From an optimization exercise on the open Yosys and OpenROAD flow, aimed at small area and a short achievable clock period; shortcuts taken in it are not production practice.
For this run, only the layout was checked, not whether the RTL still works.
No activity file was given, so power comes from the tool's default toggle rates.

$ cat flow/flow/run.sh
#!/bin/bash
# Standard ORFS layout (standard.sh) with two changes: every port gets a buf_2 as its port
# buffer instead of the delay buffer that buffer_ports picks by default, and Yosys's synth
# skips its generic ABC pass before full adders are extracted (SYNTH_ARGS=-noabc).
set -euo pipefail
export BUFFER_PORTS_ARGS="-buffer_cell sky130_fd_sc_hd__buf_2"
export SYNTH_ARGS="-noabc"
bash standard.sh > standard_flow.log 2>&1
$ cat flow/standard.sh
#!/bin/bash
# synth_recipe.tcl (not shown) runs the flow's synth.tcl, then flattens the netlist and writes it again
# the make line also repeats each setting of config.mk as NAME=value (left out here)
make -C /OpenROAD-flow-scripts/flow DESIGN_CONFIG=/design/flow/config.mk WORK_HOME=/design/flow/orfs CLKGATE_MAP_FILE= SYNTH_SCRIPT=/design/flow/synth_recipe.tcl "${@:-finish}"
$ cat flow/config.mk
export PLATFORM = sky130hd
export DESIGN_NAME = datapathB_behavioral
export DESIGN_NICKNAME = datapathB_behavioral
export VERILOG_FILES = /design/flow/design.v
export SDC_FILE = /design/flow/constraint.sdc
export NUM_CORES = 4
export LEC_CHECK = 0
export ABC_AREA = 1
export CAP_MARGIN = 20
export CORE_MARGIN = 2
export CORE_UTILIZATION = 40
export CTS_BUF_LIST = sky130_fd_sc_hd__clkbuf_8
export CTS_CLUSTER_SIZE = 40
export SETUP_SLACK_MARGIN = 3.5
export SLEW_MARGIN = 20
$ cat flow/constraint.sdc
create_clock -name core_clock -period 6.0 [get_ports {CLK}]
set_input_delay 1.2000 -clock core_clock [delete_from_list [all_inputs] [get_ports {CLK}]]
set_output_delay 1.2000 -clock core_clock [all_outputs]
set_load 0.01 [all_outputs]
$ cat flow/design.v
module datapathB_behavioral
  #(parameter WLx = 8, parameter WLc = 8)
  ( input signed [WLx-1:0] x,
    input signed [WLc-1:0] a, b, c,
    input CLK,
    output signed [(WLx+WLc+WLc)+1:0] outR
  );
  reg [7:0] x1, c1, c2; reg [8:0] w1;
  reg [11:0] ex2;
  reg [15:0] y2; reg [35:0] t1r;
  reg [5:0] zlo3; reg [16:0] zA3, zB3; reg cyk3, clo3; reg [2:0] wh3; reg [22:0] z4;
  wire [11:0] ex0 = {x[7], ((x[7] & ~x[6] & ~x[5]) | (~x[7] & x[6] & x[5])), (x[6] ^ x[5]), x[5], ((x[5] & ~x[4] & ~x[3]) | (~x[5] & x[4] & x[3])), (x[4] ^ x[3]), x[3], ((x[3] & ~x[2] & ~x[1]) | (~x[3] & x[2] & x[1])), (x[2] ^ x[1]), x[1], (x[1] & ~x[0]), x[0]};
  wire [11:0] ex1 = {x1[7], ((x1[7] & ~x1[6] & ~x1[5]) | (~x1[7] & x1[6] & x1[5])), (x1[6] ^ x1[5]), x1[5], ((x1[5] & ~x1[4] & ~x1[3]) | (~x1[5] & x1[4] & x1[3])), (x1[4] ^ x1[3]), x1[3], ((x1[3] & ~x1[2] & ~x1[1]) | (~x1[3] & x1[2] & x1[1])), (x1[2] ^ x1[1]), x1[1], (x1[1] & ~x1[0]), x1[0]};
  wire m_1;
  wire m_2;
  wire m_3;
  wire m_4;
  wire m_5;
  wire m_6;
  wire m_7;
  wire m_8;
  wire m_9;
  wire m_10;
  wire m_11;
  wire m_12;
  wire m_13;
  wire m_14;
  wire m_15;
  wire m_16;
  wire m_17;
  wire m_18;
  wire m_19;
  wire m_20;
  wire m_21;
  wire m_22;
  wire m_23;
  wire m_24;
  wire m_25;
  wire m_26;
  wire m_27;
  wire m_28;
  wire m_29;
  wire m_30;
  wire m_31;
  wire m_32;
  wire m_33;
  wire m_34;
  wire m_35;
  wire m_36;
  wire m_37;
  wire m_38;
  wire m_39;
  wire m_40;
  wire m_41;
  wire m_42;
  wire m_43;
  wire m_44;
  wire m_45;
  wire m_46;
  wire m_47;
  wire m_48;
  wire m_49;
  wire m_50;
  wire m_51;
  wire m_52;
  wire n_1;
  wire n_2;
  wire n_3;
  wire n_4;
  wire n_5;
  wire n_6;
  wire n_7;
  wire n_8;
  wire n_9;
  wire n_10;
  wire n_11;
  wire n_12;
  wire n_13;
  wire n_14;
  wire n_15;
  wire n_16;
  wire n_17;
  wire n_18;
  wire n_19;
  wire n_20;
  wire n_21;
  wire n_22;
  wire n_23;
  wire n_24;
  wire n_25;
  wire n_26;
  wire n_27;
  wire n_28;
  wire n_29;
  wire n_30;
  wire n_31;
  wire n_32;
  wire n_33;
  wire n_34;
  wire n_35;
  wire n_36;
  wire n_37;
  wire n_38;
  wire n_39;
  wire n_40;
  wire n_41;
  wire n_42;
  wire n_43;
  wire n_44;
  wire n_45;
  wire n_46;
  wire n_47;
  wire n_48;
  wire n_49;
  wire n_50;
  wire n_51;
  wire n_52;
  wire n_53;
  wire n_54;
  wire n_55;
  wire n_56;
  wire n_57;
  wire n_58;
  wire n_59;
  wire n_60;
  wire n_61;
  wire n_62;
  wire n_63;
  wire n_64;
  wire n_65;
  wire n_66;
  wire n_67;
  wire n_68;
  wire n_69;
  wire n_70;
  wire n_71;
  wire n_72;
  wire n_73;
  wire n_74;
  wire n_75;
  wire n_76;
  wire n_77;
  wire n_78;
  wire n_79;
  wire n_80;
  wire n_81;
  wire n_82;
  wire n_83;
  wire n_84;
  wire n_85;
  wire n_86;
  wire n_87;
  wire n_88;
  wire n_89;
  wire n_90;
  wire n_91;
  wire n_92;
  wire n_93;
  wire n_94;
  wire n_95;
  wire n_96;
  wire n_97;
  wire n_98;
  wire n_99;
  wire n_100;
  wire n_101;
  wire n_102;
  wire n_103;
  wire n_104;
  wire n_105;
  wire n_106;
  wire n_107;
  wire n_108;
  wire n_109;
  wire n_110;
  wire n_111;
  wire n_112;
  wire n_113;
  wire n_114;
  wire n_115;
  wire n_116;
  wire n_117;
  wire n_118;
  wire n_119;
  wire n_120;
  wire n_121;
  wire n_122;
  wire n_123;
  wire n_124;
  wire n_125;
  wire n_126;
  wire n_127;
  wire n_128;
  wire n_129;
  wire n_130;
  wire n_131;
  wire n_132;
  wire n_133;
  wire n_134;
  wire n_135;
  wire n_136;
  wire n_137;
  wire n_138;
  wire n_139;
  wire n_140;
  wire n_141;
  wire n_142;
  wire n_143;
  wire n_144;
  wire n_145;
  wire n_146;
  wire n_147;
  wire n_148;
  wire n_149;
  wire n_150;
  wire n_151;
  wire n_152;
  wire n_153;
  wire n_154;
  wire n_155;
  wire n_156;
  wire n_157;
  wire n_158;
  wire n_159;
  wire n_160;
  wire n_161;
  wire n_162;
  wire n_163;
  wire n_164;
  wire n_165;
  wire n_166;
  wire n_167;
  wire n_168;
  wire n_169;
  wire n_170;
  wire n_171;
  wire n_172;
  wire n_173;
  wire n_174;
  wire n_175;
  wire n_176;
  wire n_177;
  wire n_178;
  assign n_1 = ((a[0] & ex0[0]) ^ ex0[2]);
  assign n_2 = (((a[1] & ex0[0]) | (a[0] & ex0[1])) ^ ex0[2]);
  assign n_3 = (((a[2] & ex0[0]) | (a[1] & ex0[1])) ^ ex0[2]);
  assign n_4 = (((a[3] & ex0[0]) | (a[2] & ex0[1])) ^ ex0[2]);
  assign n_5 = (((a[4] & ex0[0]) | (a[3] & ex0[1])) ^ ex0[2]);
  assign n_6 = (((a[5] & ex0[0]) | (a[4] & ex0[1])) ^ ex0[2]);
  assign n_7 = (((a[6] & ex0[0]) | (a[5] & ex0[1])) ^ ex0[2]);
  assign n_8 = (((a[7] & ex0[0]) | (a[6] & ex0[1])) ^ ex0[2]);
  assign n_9 = ~((((a[7] & ex0[0]) | (a[7] & ex0[1])) ^ ex0[2]));
  assign n_10 = ((a[0] & ex0[3]) ^ ex0[5]);
  assign n_11 = (((a[1] & ex0[3]) | (a[0] & ex0[4])) ^ ex0[5]);
  assign n_12 = (((a[2] & ex0[3]) | (a[1] & ex0[4])) ^ ex0[5]);
  assign n_13 = (((a[3] & ex0[3]) | (a[2] & ex0[4])) ^ ex0[5]);
  assign n_14 = (((a[4] & ex0[3]) | (a[3] & ex0[4])) ^ ex0[5]);
  assign n_15 = (((a[5] & ex0[3]) | (a[4] & ex0[4])) ^ ex0[5]);
  assign n_16 = (((a[6] & ex0[3]) | (a[5] & ex0[4])) ^ ex0[5]);
  assign n_17 = (((a[7] & ex0[3]) | (a[6] & ex0[4])) ^ ex0[5]);
  assign n_18 = ~((((a[7] & ex0[3]) | (a[7] & ex0[4])) ^ ex0[5]));
  assign n_19 = ((a[0] & ex0[6]) ^ ex0[8]);
  assign n_20 = (((a[1] & ex0[6]) | (a[0] & ex0[7])) ^ ex0[8]);
  assign n_21 = (((a[2] & ex0[6]) | (a[1] & ex0[7])) ^ ex0[8]);
  assign n_22 = (((a[3] & ex0[6]) | (a[2] & ex0[7])) ^ ex0[8]);
  assign n_23 = (((a[4] & ex0[6]) | (a[3] & ex0[7])) ^ ex0[8]);
  assign n_24 = (((a[5] & ex0[6]) | (a[4] & ex0[7])) ^ ex0[8]);
  assign n_25 = (((a[6] & ex0[6]) | (a[5] & ex0[7])) ^ ex0[8]);
  assign n_26 = (((a[7] & ex0[6]) | (a[6] & ex0[7])) ^ ex0[8]);
  assign n_27 = ~((((a[7] & ex0[6]) | (a[7] & ex0[7])) ^ ex0[8]));
  assign n_28 = ((a[0] & ex0[9]) ^ ex0[11]);
  assign n_29 = (((a[1] & ex0[9]) | (a[0] & ex0[10])) ^ ex0[11]);
  assign n_30 = (((a[2] & ex0[9]) | (a[1] & ex0[10])) ^ ex0[11]);
  assign n_31 = (((a[3] & ex0[9]) | (a[2] & ex0[10])) ^ ex0[11]);
  assign n_32 = (((a[4] & ex0[9]) | (a[3] & ex0[10])) ^ ex0[11]);
  assign n_33 = (((a[5] & ex0[9]) | (a[4] & ex0[10])) ^ ex0[11]);
  assign n_34 = (((a[6] & ex0[9]) | (a[5] & ex0[10])) ^ ex0[11]);
  assign n_35 = (((a[7] & ex0[9]) | (a[6] & ex0[10])) ^ ex0[11]);
  assign n_36 = ~((((a[7] & ex0[9]) | (a[7] & ex0[10])) ^ ex0[11]));
  assign n_37 = n_5 ^ n_12;
  assign n_38 = n_5 & n_12;
  assign n_39 = n_6 ^ n_13;
  assign n_40 = n_6 & n_13;
  assign n_41 = n_7 ^ n_14 ^ n_21;
  assign n_42 = (n_7 & n_14) | (n_7 & n_21) | (n_14 & n_21);
  assign n_43 = n_8 ^ n_15 ^ n_22;
  assign n_44 = (n_8 & n_15) | (n_8 & n_22) | (n_15 & n_22);
  assign n_45 = n_9 ^ n_16 ^ n_23;
  assign n_46 = (n_9 & n_16) | (n_9 & n_23) | (n_16 & n_23);
  assign n_47 = n_17 ^ n_24;
  assign n_48 = n_17 & n_24;
  assign n_49 = n_18 ^ n_25;
  assign n_50 = n_18 & n_25;
  assign n_51 = ((y2[0] & ex2[0]) ^ ex2[2]);
  assign n_52 = (((y2[1] & ex2[0]) | (y2[0] & ex2[1])) ^ ex2[2]);
  assign n_53 = (((y2[2] & ex2[0]) | (y2[1] & ex2[1])) ^ ex2[2]);
  assign n_54 = (((y2[3] & ex2[0]) | (y2[2] & ex2[1])) ^ ex2[2]);
  assign n_55 = (((y2[4] & ex2[0]) | (y2[3] & ex2[1])) ^ ex2[2]);
  assign n_56 = (((y2[5] & ex2[0]) | (y2[4] & ex2[1])) ^ ex2[2]);
  assign n_57 = (((y2[6] & ex2[0]) | (y2[5] & ex2[1])) ^ ex2[2]);
  assign n_58 = (((y2[7] & ex2[0]) | (y2[6] & ex2[1])) ^ ex2[2]);
  assign n_59 = (((y2[8] & ex2[0]) | (y2[7] & ex2[1])) ^ ex2[2]);
  assign n_60 = (((y2[9] & ex2[0]) | (y2[8] & ex2[1])) ^ ex2[2]);
  assign n_61 = (((y2[10] & ex2[0]) | (y2[9] & ex2[1])) ^ ex2[2]);
  assign n_62 = (((y2[11] & ex2[0]) | (y2[10] & ex2[1])) ^ ex2[2]);
  assign n_63 = (((y2[12] & ex2[0]) | (y2[11] & ex2[1])) ^ ex2[2]);
  assign n_64 = (((y2[13] & ex2[0]) | (y2[12] & ex2[1])) ^ ex2[2]);
  assign n_65 = (((y2[14] & ex2[0]) | (y2[13] & ex2[1])) ^ ex2[2]);
  assign n_66 = (((y2[15] & ex2[0]) | (y2[14] & ex2[1])) ^ ex2[2]);
  assign n_67 = ~((((y2[15] & ex2[0]) | (y2[15] & ex2[1])) ^ ex2[2]));
  assign n_68 = ((y2[0] & ex2[3]) ^ ex2[5]);
  assign n_69 = (((y2[1] & ex2[3]) | (y2[0] & ex2[4])) ^ ex2[5]);
  assign n_70 = (((y2[2] & ex2[3]) | (y2[1] & ex2[4])) ^ ex2[5]);
  assign n_71 = (((y2[3] & ex2[3]) | (y2[2] & ex2[4])) ^ ex2[5]);
  assign n_72 = (((y2[4] & ex2[3]) | (y2[3] & ex2[4])) ^ ex2[5]);
  assign n_73 = (((y2[5] & ex2[3]) | (y2[4] & ex2[4])) ^ ex2[5]);
  assign n_74 = (((y2[6] & ex2[3]) | (y2[5] & ex2[4])) ^ ex2[5]);
  assign n_75 = (((y2[7] & ex2[3]) | (y2[6] & ex2[4])) ^ ex2[5]);
  assign n_76 = (((y2[8] & ex2[3]) | (y2[7] & ex2[4])) ^ ex2[5]);
  assign n_77 = (((y2[9] & ex2[3]) | (y2[8] & ex2[4])) ^ ex2[5]);
  assign n_78 = (((y2[10] & ex2[3]) | (y2[9] & ex2[4])) ^ ex2[5]);
  assign n_79 = (((y2[11] & ex2[3]) | (y2[10] & ex2[4])) ^ ex2[5]);
  assign n_80 = (((y2[12] & ex2[3]) | (y2[11] & ex2[4])) ^ ex2[5]);
  assign n_81 = (((y2[13] & ex2[3]) | (y2[12] & ex2[4])) ^ ex2[5]);
  assign n_82 = (((y2[14] & ex2[3]) | (y2[13] & ex2[4])) ^ ex2[5]);
  assign n_83 = (((y2[15] & ex2[3]) | (y2[14] & ex2[4])) ^ ex2[5]);
  assign n_84 = ~((((y2[15] & ex2[3]) | (y2[15] & ex2[4])) ^ ex2[5]));
  assign n_85 = ((y2[0] & ex2[6]) ^ ex2[8]);
  assign n_86 = (((y2[1] & ex2[6]) | (y2[0] & ex2[7])) ^ ex2[8]);
  assign n_87 = (((y2[2] & ex2[6]) | (y2[1] & ex2[7])) ^ ex2[8]);
  assign n_88 = (((y2[3] & ex2[6]) | (y2[2] & ex2[7])) ^ ex2[8]);
  assign n_89 = (((y2[4] & ex2[6]) | (y2[3] & ex2[7])) ^ ex2[8]);
  assign n_90 = (((y2[5] & ex2[6]) | (y2[4] & ex2[7])) ^ ex2[8]);
  assign n_91 = (((y2[6] & ex2[6]) | (y2[5] & ex2[7])) ^ ex2[8]);
  assign n_92 = (((y2[7] & ex2[6]) | (y2[6] & ex2[7])) ^ ex2[8]);
  assign n_93 = (((y2[8] & ex2[6]) | (y2[7] & ex2[7])) ^ ex2[8]);
  assign n_94 = (((y2[9] & ex2[6]) | (y2[8] & ex2[7])) ^ ex2[8]);
  assign n_95 = (((y2[10] & ex2[6]) | (y2[9] & ex2[7])) ^ ex2[8]);
  assign n_96 = (((y2[11] & ex2[6]) | (y2[10] & ex2[7])) ^ ex2[8]);
  assign n_97 = (((y2[12] & ex2[6]) | (y2[11] & ex2[7])) ^ ex2[8]);
  assign n_98 = (((y2[13] & ex2[6]) | (y2[12] & ex2[7])) ^ ex2[8]);
  assign n_99 = (((y2[14] & ex2[6]) | (y2[13] & ex2[7])) ^ ex2[8]);
  assign n_100 = (((y2[15] & ex2[6]) | (y2[14] & ex2[7])) ^ ex2[8]);
  assign n_101 = ~((((y2[15] & ex2[6]) | (y2[15] & ex2[7])) ^ ex2[8]));
  assign n_102 = ((y2[0] & ex2[9]) ^ ex2[11]);
  assign n_103 = (((y2[1] & ex2[9]) | (y2[0] & ex2[10])) ^ ex2[11]);
  assign n_104 = (((y2[2] & ex2[9]) | (y2[1] & ex2[10])) ^ ex2[11]);
  assign n_105 = (((y2[3] & ex2[9]) | (y2[2] & ex2[10])) ^ ex2[11]);
  assign n_106 = (((y2[4] & ex2[9]) | (y2[3] & ex2[10])) ^ ex2[11]);
  assign n_107 = (((y2[5] & ex2[9]) | (y2[4] & ex2[10])) ^ ex2[11]);
  assign n_108 = (((y2[6] & ex2[9]) | (y2[5] & ex2[10])) ^ ex2[11]);
  assign n_109 = (((y2[7] & ex2[9]) | (y2[6] & ex2[10])) ^ ex2[11]);
  assign n_110 = (((y2[8] & ex2[9]) | (y2[7] & ex2[10])) ^ ex2[11]);
  assign n_111 = (((y2[9] & ex2[9]) | (y2[8] & ex2[10])) ^ ex2[11]);
  assign n_112 = (((y2[10] & ex2[9]) | (y2[9] & ex2[10])) ^ ex2[11]);
  assign n_113 = (((y2[11] & ex2[9]) | (y2[10] & ex2[10])) ^ ex2[11]);
  assign n_114 = (((y2[12] & ex2[9]) | (y2[11] & ex2[10])) ^ ex2[11]);
  assign n_115 = (((y2[13] & ex2[9]) | (y2[12] & ex2[10])) ^ ex2[11]);
  assign n_116 = (((y2[14] & ex2[9]) | (y2[13] & ex2[10])) ^ ex2[11]);
  assign n_117 = (((y2[15] & ex2[9]) | (y2[14] & ex2[10])) ^ ex2[11]);
  assign n_118 = ~((((y2[15] & ex2[9]) | (y2[15] & ex2[10])) ^ ex2[11]));
  assign n_119 = n_57 ^ n_72;
  assign n_120 = n_57 & n_72;
  assign n_121 = n_58 ^ n_73 ^ n_88;
  assign n_122 = (n_58 & n_73) | (n_58 & n_88) | (n_73 & n_88);
  assign n_123 = n_59 ^ n_74 ^ n_89;
  assign n_124 = (n_59 & n_74) | (n_59 & n_89) | (n_74 & n_89);
  assign n_125 = n_60 ^ n_75 ^ n_90;
  assign n_126 = (n_60 & n_75) | (n_60 & n_90) | (n_75 & n_90);
  assign n_127 = n_61 ^ n_76 ^ n_91;
  assign n_128 = (n_61 & n_76) | (n_61 & n_91) | (n_76 & n_91);
  assign n_129 = n_62 ^ n_77 ^ n_92;
  assign n_130 = (n_62 & n_77) | (n_62 & n_92) | (n_77 & n_92);
  assign n_131 = n_63 ^ n_78 ^ n_93;
  assign n_132 = (n_63 & n_78) | (n_63 & n_93) | (n_78 & n_93);
  assign n_133 = n_64 ^ n_79 ^ n_94;
  assign n_134 = (n_64 & n_79) | (n_64 & n_94) | (n_79 & n_94);
  assign n_135 = n_65 ^ n_80 ^ n_95;
  assign n_136 = (n_65 & n_80) | (n_65 & n_95) | (n_80 & n_95);
  assign n_137 = n_66 ^ n_81 ^ n_96;
  assign n_138 = (n_66 & n_81) | (n_66 & n_96) | (n_81 & n_96);
  assign n_139 = n_67 ^ n_82 ^ n_97;
  assign n_140 = (n_67 & n_82) | (n_67 & n_97) | (n_82 & n_97);
  assign n_141 = n_83 ^ n_98;
  assign n_142 = n_83 & n_98;
  assign n_143 = n_84 ^ n_99;
  assign n_144 = n_84 & n_99;
  assign n_145 = n_55 ^ n_70;
  assign n_146 = n_55 & n_70;
  assign n_147 = n_56 ^ n_71 ^ n_86;
  assign n_148 = (n_56 & n_71) | (n_56 & n_86) | (n_71 & n_86);
  assign n_149 = n_87 ^ n_102 ^ n_119;
  assign n_150 = (n_87 & n_102) | (n_87 & n_119) | (n_102 & n_119);
  assign n_151 = n_103 ^ n_121 ^ n_120;
  assign n_152 = (n_103 & n_121) | (n_103 & n_120) | (n_121 & n_120);
  assign n_153 = n_104 ^ n_123 ^ n_122;
  assign n_154 = (n_104 & n_123) | (n_104 & n_122) | (n_123 & n_122);
  assign n_155 = n_105 ^ n_125 ^ n_124;
  assign n_156 = (n_105 & n_125) | (n_105 & n_124) | (n_125 & n_124);
  assign n_157 = n_106 ^ n_127 ^ n_126;
  assign n_158 = (n_106 & n_127) | (n_106 & n_126) | (n_127 & n_126);
  assign n_159 = n_107 ^ n_129 ^ n_128;
  assign n_160 = (n_107 & n_129) | (n_107 & n_128) | (n_129 & n_128);
  assign n_161 = n_108 ^ n_131 ^ n_130;
  assign n_162 = (n_108 & n_131) | (n_108 & n_130) | (n_131 & n_130);
  assign n_163 = n_109 ^ n_133 ^ n_132;
  assign n_164 = (n_109 & n_133) | (n_109 & n_132) | (n_133 & n_132);
  assign n_165 = n_110 ^ n_135 ^ n_134;
  assign n_166 = (n_110 & n_135) | (n_110 & n_134) | (n_135 & n_134);
  assign n_167 = n_111 ^ n_137 ^ n_136;
  assign n_168 = (n_111 & n_137) | (n_111 & n_136) | (n_137 & n_136);
  assign n_169 = n_112 ^ n_139 ^ n_138;
  assign n_170 = (n_112 & n_139) | (n_112 & n_138) | (n_139 & n_138);
  assign n_171 = n_113 ^ n_141 ^ n_140;
  assign n_172 = (n_113 & n_141) | (n_113 & n_140) | (n_141 & n_140);
  assign n_173 = n_114 ^ n_143 ^ n_142;
  assign n_174 = (n_114 & n_143) | (n_114 & n_142) | (n_143 & n_142);
  assign n_175 = n_100 ^ n_115 ^ n_144;
  assign n_176 = (n_100 & n_115) | (n_100 & n_144) | (n_115 & n_144);
  assign n_177 = n_101 ^ n_116;
  assign n_178 = n_101 & n_116;
    assign m_1 = t1r[3] ^ t1r[4];
    assign m_2 = t1r[3] & t1r[4];
    assign m_3 = t1r[6] ^ t1r[7];
    assign m_4 = t1r[6] & t1r[7];
    assign m_5 = t1r[8] ^ t1r[9] ^ t1r[10];
    assign m_6 = (t1r[8] & t1r[9]) | (t1r[8] & t1r[10]) | (t1r[9] & t1r[10]);
    assign m_7 = t1r[11] ^ t1r[12] ^ t1r[13];
    assign m_8 = (t1r[11] & t1r[12]) | (t1r[11] & t1r[13]) | (t1r[12] & t1r[13]);
    assign m_9 = t1r[14] ^ t1r[15] ^ t1r[16];
    assign m_10 = (t1r[14] & t1r[15]) | (t1r[14] & t1r[16]) | (t1r[15] & t1r[16]);
    assign m_11 = t1r[17] ^ t1r[18] ^ t1r[19];
    assign m_12 = (t1r[17] & t1r[18]) | (t1r[17] & t1r[19]) | (t1r[18] & t1r[19]);
    assign m_13 = t1r[20] ^ t1r[21] ^ t1r[22];
    assign m_14 = (t1r[20] & t1r[21]) | (t1r[20] & t1r[22]) | (t1r[21] & t1r[22]);
    assign m_15 = t1r[23] ^ t1r[24] ^ t1r[25];
    assign m_16 = (t1r[23] & t1r[24]) | (t1r[23] & t1r[25]) | (t1r[24] & t1r[25]);
    assign m_17 = t1r[26] ^ t1r[27] ^ t1r[28];
    assign m_18 = (t1r[26] & t1r[27]) | (t1r[26] & t1r[28]) | (t1r[27] & t1r[28]);
    assign m_19 = t1r[29] ^ t1r[30] ^ t1r[31];
    assign m_20 = (t1r[29] & t1r[30]) | (t1r[29] & t1r[31]) | (t1r[30] & t1r[31]);
    assign m_21 = t1r[32] ^ t1r[33];
    assign m_22 = t1r[32] & t1r[33];
    assign m_23 = t1r[0] ^ t1r[1];
    assign m_24 = t1r[0] & t1r[1];
    assign m_25 = t1r[2] ^ W1[1];
    assign m_26 = t1r[2] & W1[1];
    assign m_27 = t1r[5] ^ W1[2] ^ m_1;
    assign m_28 = (t1r[5] & W1[2]) | (t1r[5] & m_1) | (W1[2] & m_1);
    assign m_29 = W1[3] ^ m_3 ^ m_2;
    assign m_30 = (W1[3] & m_3) | (W1[3] & m_2) | (m_3 & m_2);
    assign m_31 = W1[4] ^ m_5 ^ m_4;
    assign m_32 = (W1[4] & m_5) | (W1[4] & m_4) | (m_5 & m_4);
    assign m_33 = W1[5] ^ m_7 ^ m_6;
    assign m_34 = (W1[5] & m_7) | (W1[5] & m_6) | (m_7 & m_6);
    assign m_35 = W1[6] ^ m_9 ^ m_8;
    assign m_36 = (W1[6] & m_9) | (W1[6] & m_8) | (m_9 & m_8);
    assign m_37 = W1[7] ^ m_11 ^ m_10;
    assign m_38 = (W1[7] & m_11) | (W1[7] & m_10) | (m_11 & m_10);
    assign m_39 = W1[8] ^ m_13 ^ m_12;
    assign m_40 = (W1[8] & m_13) | (W1[8] & m_12) | (m_13 & m_12);
    assign m_41 = W1[9] ^ m_15 ^ m_14;
    assign m_42 = (W1[9] & m_15) | (W1[9] & m_14) | (m_15 & m_14);
    assign m_43 = W1[10] ^ m_17 ^ m_16;
    assign m_44 = (W1[10] & m_17) | (W1[10] & m_16) | (m_17 & m_16);
    assign m_45 = W1[11] ^ m_19 ^ m_18;
    assign m_46 = (W1[11] & m_19) | (W1[11] & m_18) | (m_19 & m_18);
    assign m_47 = W1[12] ^ m_21 ^ m_20;
    assign m_48 = (W1[12] & m_21) | (W1[12] & m_20) | (m_21 & m_20);
    assign m_49 = t1r[34] ^ W1[13] ^ m_22;
    assign m_50 = (t1r[34] & W1[13]) | (t1r[34] & m_22) | (W1[13] & m_22);
    assign m_51 = t1r[35] ^ W1[14];
    assign m_52 = t1r[35] & W1[14];
  wire [35:0] t1w = {n_36, n_35, n_34, n_27, n_50, n_33, n_26, n_48, n_49, n_32, n_46, n_47, n_31, n_44, n_45, n_30, n_42, n_43, n_29, n_40, n_41, n_28, n_38, n_39, n_20, n_37, ex0[8], n_19, n_11, n_4, ex0[5], n_10, n_3, n_2, ex0[2], n_1};
  wire [22:0] zA = {n_118, n_117, n_177, n_175, n_173, n_171, n_169, n_167, n_165, n_163, n_161, n_159, n_157, n_155, n_153, n_151, n_149, n_147, n_85, n_54, n_53, n_52, n_51};
  wire [22:0] zB = {1'b0, n_178, n_176, n_174, n_172, n_170, n_168, n_166, n_164, n_162, n_160, n_158, n_156, n_154, n_152, n_150, n_148, n_146, n_145, n_69, n_68, 1'b0, 1'b0};
  wire [8:0] w0 = {b[7], b} + {2'b00, ex0[11], 6'b000000};
  wire [8:0] w2 = {c2[7], c2} + {2'b00, {ex2[11], 1'b0, ex2[8], 1'b0, ex2[5], 1'b0, ex2[2]}};
  wire [15:0] W1 = {{7{w1[8]}}, w1} + 16'd43776;
  wire [5:0] Wl = w2[5:0];
  wire [5:0] ls = zA[5:0] ^ zB[5:0] ^ Wl;
  wire [5:0] lc = (zA[5:0] & zB[5:0]) | (zA[5:0] & Wl) | (zB[5:0] & Wl);
  wire [6:0] lo = ls + {lc[4:0], 1'b0};
  wire [22:0] W2f = {{14{wh3[2]}}, wh3, 6'd0} + 23'd2818048;
  wire [16:0] Wh = W2f[22:6];
  wire [16:0] hs = zA3 ^ zB3 ^ Wh;
  wire [16:0] hc = (zA3 & zB3) | (zA3 & Wh) | (zB3 & Wh);
  wire [17:0] hsum = {hs, 1'b1} + {hc[15:0], cyk3, clo3};
  wire [15:0] yS = {W1[15], m_51, m_49, m_47, m_45, m_43, m_41, m_39, m_37, m_35, m_33, m_31, m_29, m_27, m_25, W1[0]};
  wire [15:0] yT = {m_52, m_50, m_48, m_46, m_44, m_42, m_40, m_38, m_36, m_34, m_32, m_30, m_28, m_26, m_24, m_23};
  always @(posedge CLK) begin
    x1 <= x; w1 <= w0; c1 <= c; t1r <= t1w;
    ex2 <= ex1; c2 <= c1; y2 <= yS + yT;
    zlo3 <= lo[5:0]; clo3 <= lo[6]; cyk3 <= lc[5]; wh3 <= w2[8:6]; zA3 <= zA[22:6]; zB3 <= zB[22:6];
    z4 <= {hsum[17:1], zlo3};
  end
  assign outR = {{3{z4[22]}}, z4};
endmodule
==> flow_summary.yaml <==
synth:
  synth.largest_area_cell: "dfxtp_1"
  synth_flop_cell: "dfxtp_1"
  yosysWarnings: 1
  syn_inst: 932
  syn_area_per_cell_um2: 9.62
  ys_ff_latch: 161
  synth_common_cells: "dfxtp_1 (161), nand2_1 (136), xor2_1 (117)"
  netlist_area_um2: 8960
  synthTopCellsByArea: "dfxtp_1 (36%), fa_1 (15%), xor2_1 (11%)"
  postSynth.asyncResetShare_pct: 0
  ys_seq_area_share_pct: 36.0
  synth_edf_count: 0
  synth_cell_type_count: 36
  yosysMostFrequentCell: "dfxtp_1"
  synth_top_area_share_pct: 36.0
critical_path:
  start_kind: "flop"
  crit_chain: "fa_1, fa_1, ha_4, nand2_1, nor2_1, nand3_1, nand3_1, nand2_1"
  endpoint_kind: "flop"
  cp.required_ns: 6.36
  crit_slowest_cell: "fa_1"
  cp_top_family: "adder cells"
  slowest_delay_ns: 0.58
  crit_start: "t1r[23]$_DFF_P_"
  path_max_fanout: 6
  critPathKind: "flop to flop"
  worst-path-buf-inv: 0
  reg2reg_from: "t1r[23]$_DFF_P_"
  arrival_ns: 2.86
run:
  drv_cap: 0
timing:
  hold_viol: 0
  fin_crit_ns: 2.50
  finalSetupViolCount: 0
  min_period_over_period_pct: 41.7
  setup_ws_ns: 3.50
  holdWs_ns: 0.327
  rsz0062_at_grt: "yes"
  fin_worst_skew_ns: 0.0116
  worst_pin_slew_ns: 0.932
  max_clock_freq_ghz: 0.400
  setup_tns_ns: 0
  slew_headroom_pct: 37.8
  drv_slew: 0
clock_network:
  root_buffer: "clkbuf_8"
  clockBufferDepth: 2
  cts_buffers: 17
  insertion_delay_ns: 0.46
  cts_hold_buf: 0
  cts_tree: "yes"
  clkTransAtPathRegs_ns: 0.09
  clock_sinks: 161
  cts_htree_levels: 4
drt:
  drt_iter0_markers: 288
  vias: 6259
  firstDrtPassIters: 5
  via_per_inst: 4.83
  final_antenna_net_count: 0
  drcViolationCount: 0
  wire_per_inst_um: 13.5
  wirelength_um: 17500
finish:
  post-route-util_pct: 47.3
  post-route-cell-area_um2: 10400
  diodes: 0
  final_cells: 1296
  syn2layout_area_growth_pct: 15.5
  drive_above_1_share_pct: 18.5
  fill_cells: 2066
  nNetsFinal: 1167
floorplan:
  core_area_um2: 21900
  fp.dieW_um: 154
  row_count: 54
  io_pins: 59
  die-area_um2: 23600
  start_util_pct: 40.9
  die_h_um: 154
global_routing:
  grt.total_usage_pct: 15.0
  grt_pass1_wl_um: 28700
  grt_pass1_vias: 6192
  grt_max_degree: 19
  overflow: 0
  antenna_found_initial: 0
place:
  dp.cells: 1253
  placed_area_um2: 9490
  place.gp.congestion: 0.883
  pre_cts_slack_ns: 2.96
  port_buffers: 58
  hpwl_um: 13600
run_status:
  status: "complete, no violations"
min_path:
  hp-class: "flop to flop"
  min-delay-start: "c1[5]$_DFF_P_"
power:
  p_leak_nw: 4.83
  power_density_nw_per_um2: 642
  vdd_drop_max_v: 0.000248
  finalPower_mw: 6.65
==> repair_timing <==
item                       4_1_cts  5_1_grt
setup endpoints to repair       17       24
gates resized for setup         17       60
buffers inserted                11        1
pin swaps                        1       17
==> flip-flops by register name (all words and copies together), names as in the netlist, 8 cells and up <==
register	flops
t1r	36
z4	23
zA3	17
y2	16
zB3	16
ex2	12
w1	9
c1	8
c2	8
==> cell usage in the layout (no fill, tap or decap), types with 7 or more instances in the layout <==
cell type,count
clkinvlp_4,8
inv_2,8
nand2_1,133
a21oi_2,8
o22ai_2,7
fa_1,67
clkbuf_8,18
inv_1,90
o21ai_0,14
ha_1,52
dfxtp_2,8
dfxtp_1,149
ha_4,11
buf_4,13
nand3_1,31
a21oi_1,30
o22ai_1,80
xor2_1,117
nor2_1,31
buf_2,57
==> final timing paths <==
check / slack [ns] / depth (start not counted) / endpoint
hold / removal: 0.33 / 0 / c2[5]$_DFF_P_
setup reg to reg: 3.50 / 8 / y2[13]$_DFF_P_
hold reg to reg: 0.33 / 0 / c2[5]$_DFF_P_
setup / recovery: 3.50 / 8 / y2[13]$_DFF_P_
==> report_power, final <==
group          internal [mW]  switching (mW)
Sequential              1.49           0.147
Combinational           1.72            2.42
Clock                  0.472           0.403
==> cell type report <==
type / instances / area [µm²] / share of cell area [%]
Sequential cell: 161 / 3250 / 31.4
Timing Repair Buffer: 71 / 390 / 3.77
Tap cell: 280 / 350 / 3.38
Clock inverter: 13 / 199 / 1.92
Multi-Input combinational cell: 646 / 5490 / 53.0
Inverter: 107 / 427 / 4.12
Clock buffer: 18 / 248 / 2.39
==> layer usage <==
metal / share of wire (%) / wire (µm) / vias to the layer above / track usage [%]
li1: - / - / 3197 / -
met1: 44 / 7750 / 2912 / 17.6
met2: 50 / 8810 / 117 / 26.5
met3: 2.8 / 494 / 33 / 3.33
met4: 2.5 / 446 / 0 / 6.64
met5: 0 / 0 / - / 0
==> cell families (layout without fill, tap and decap cells) <==
family          after synthesis  in the layout  synth area share (%)
simple gates                230            230                  11.2
flops                       161            161                  36.0
compound gates              154            154                  10.4
fa+ha+maj                   130            130                  23.8
buf+inv                     130            209                  6.18
xor+xnor                    123            123                  12.0
mux                           3              3                 0.377
other cells                   1              6                0.0418

-- port drivers added, routing unchanged --
The results above use ideal ports. As a check the final layout listed here was re-extracted and re-timed, cells and wires unchanged.
Step 1 (the two cells are an assumption about what drives the block):
set clk [get_ports {CLK}]
set_driving_cell -lib_cell sky130_fd_sc_hd__clkbuf_16 $clk
set_driving_cell -lib_cell sky130_fd_sc_hd__buf_2 [delete_from_list [all_inputs] $clk]
Step 2 moves the port delays by t, midway between the first and last clock arrival at a register: inputs arrive t later, outputs are due t later. That takes back most of the time a late clock gives input paths.
a / b / c = ideal / step 1 / step 2; a / b = the first two.
t (ns): 0.491
setup WS [ns]: 3.500 / 3.500 / 3.093
worst hold slack (ns): 0.327 / 0.327 / 0.327
worst setup path at the end: input to register
pins driven straight from the clock port: 1
After both steps this run still meets setup and hold. The setup slack of this run moves by 0.000 ns with the drivers and by -0.407 ns with both steps.
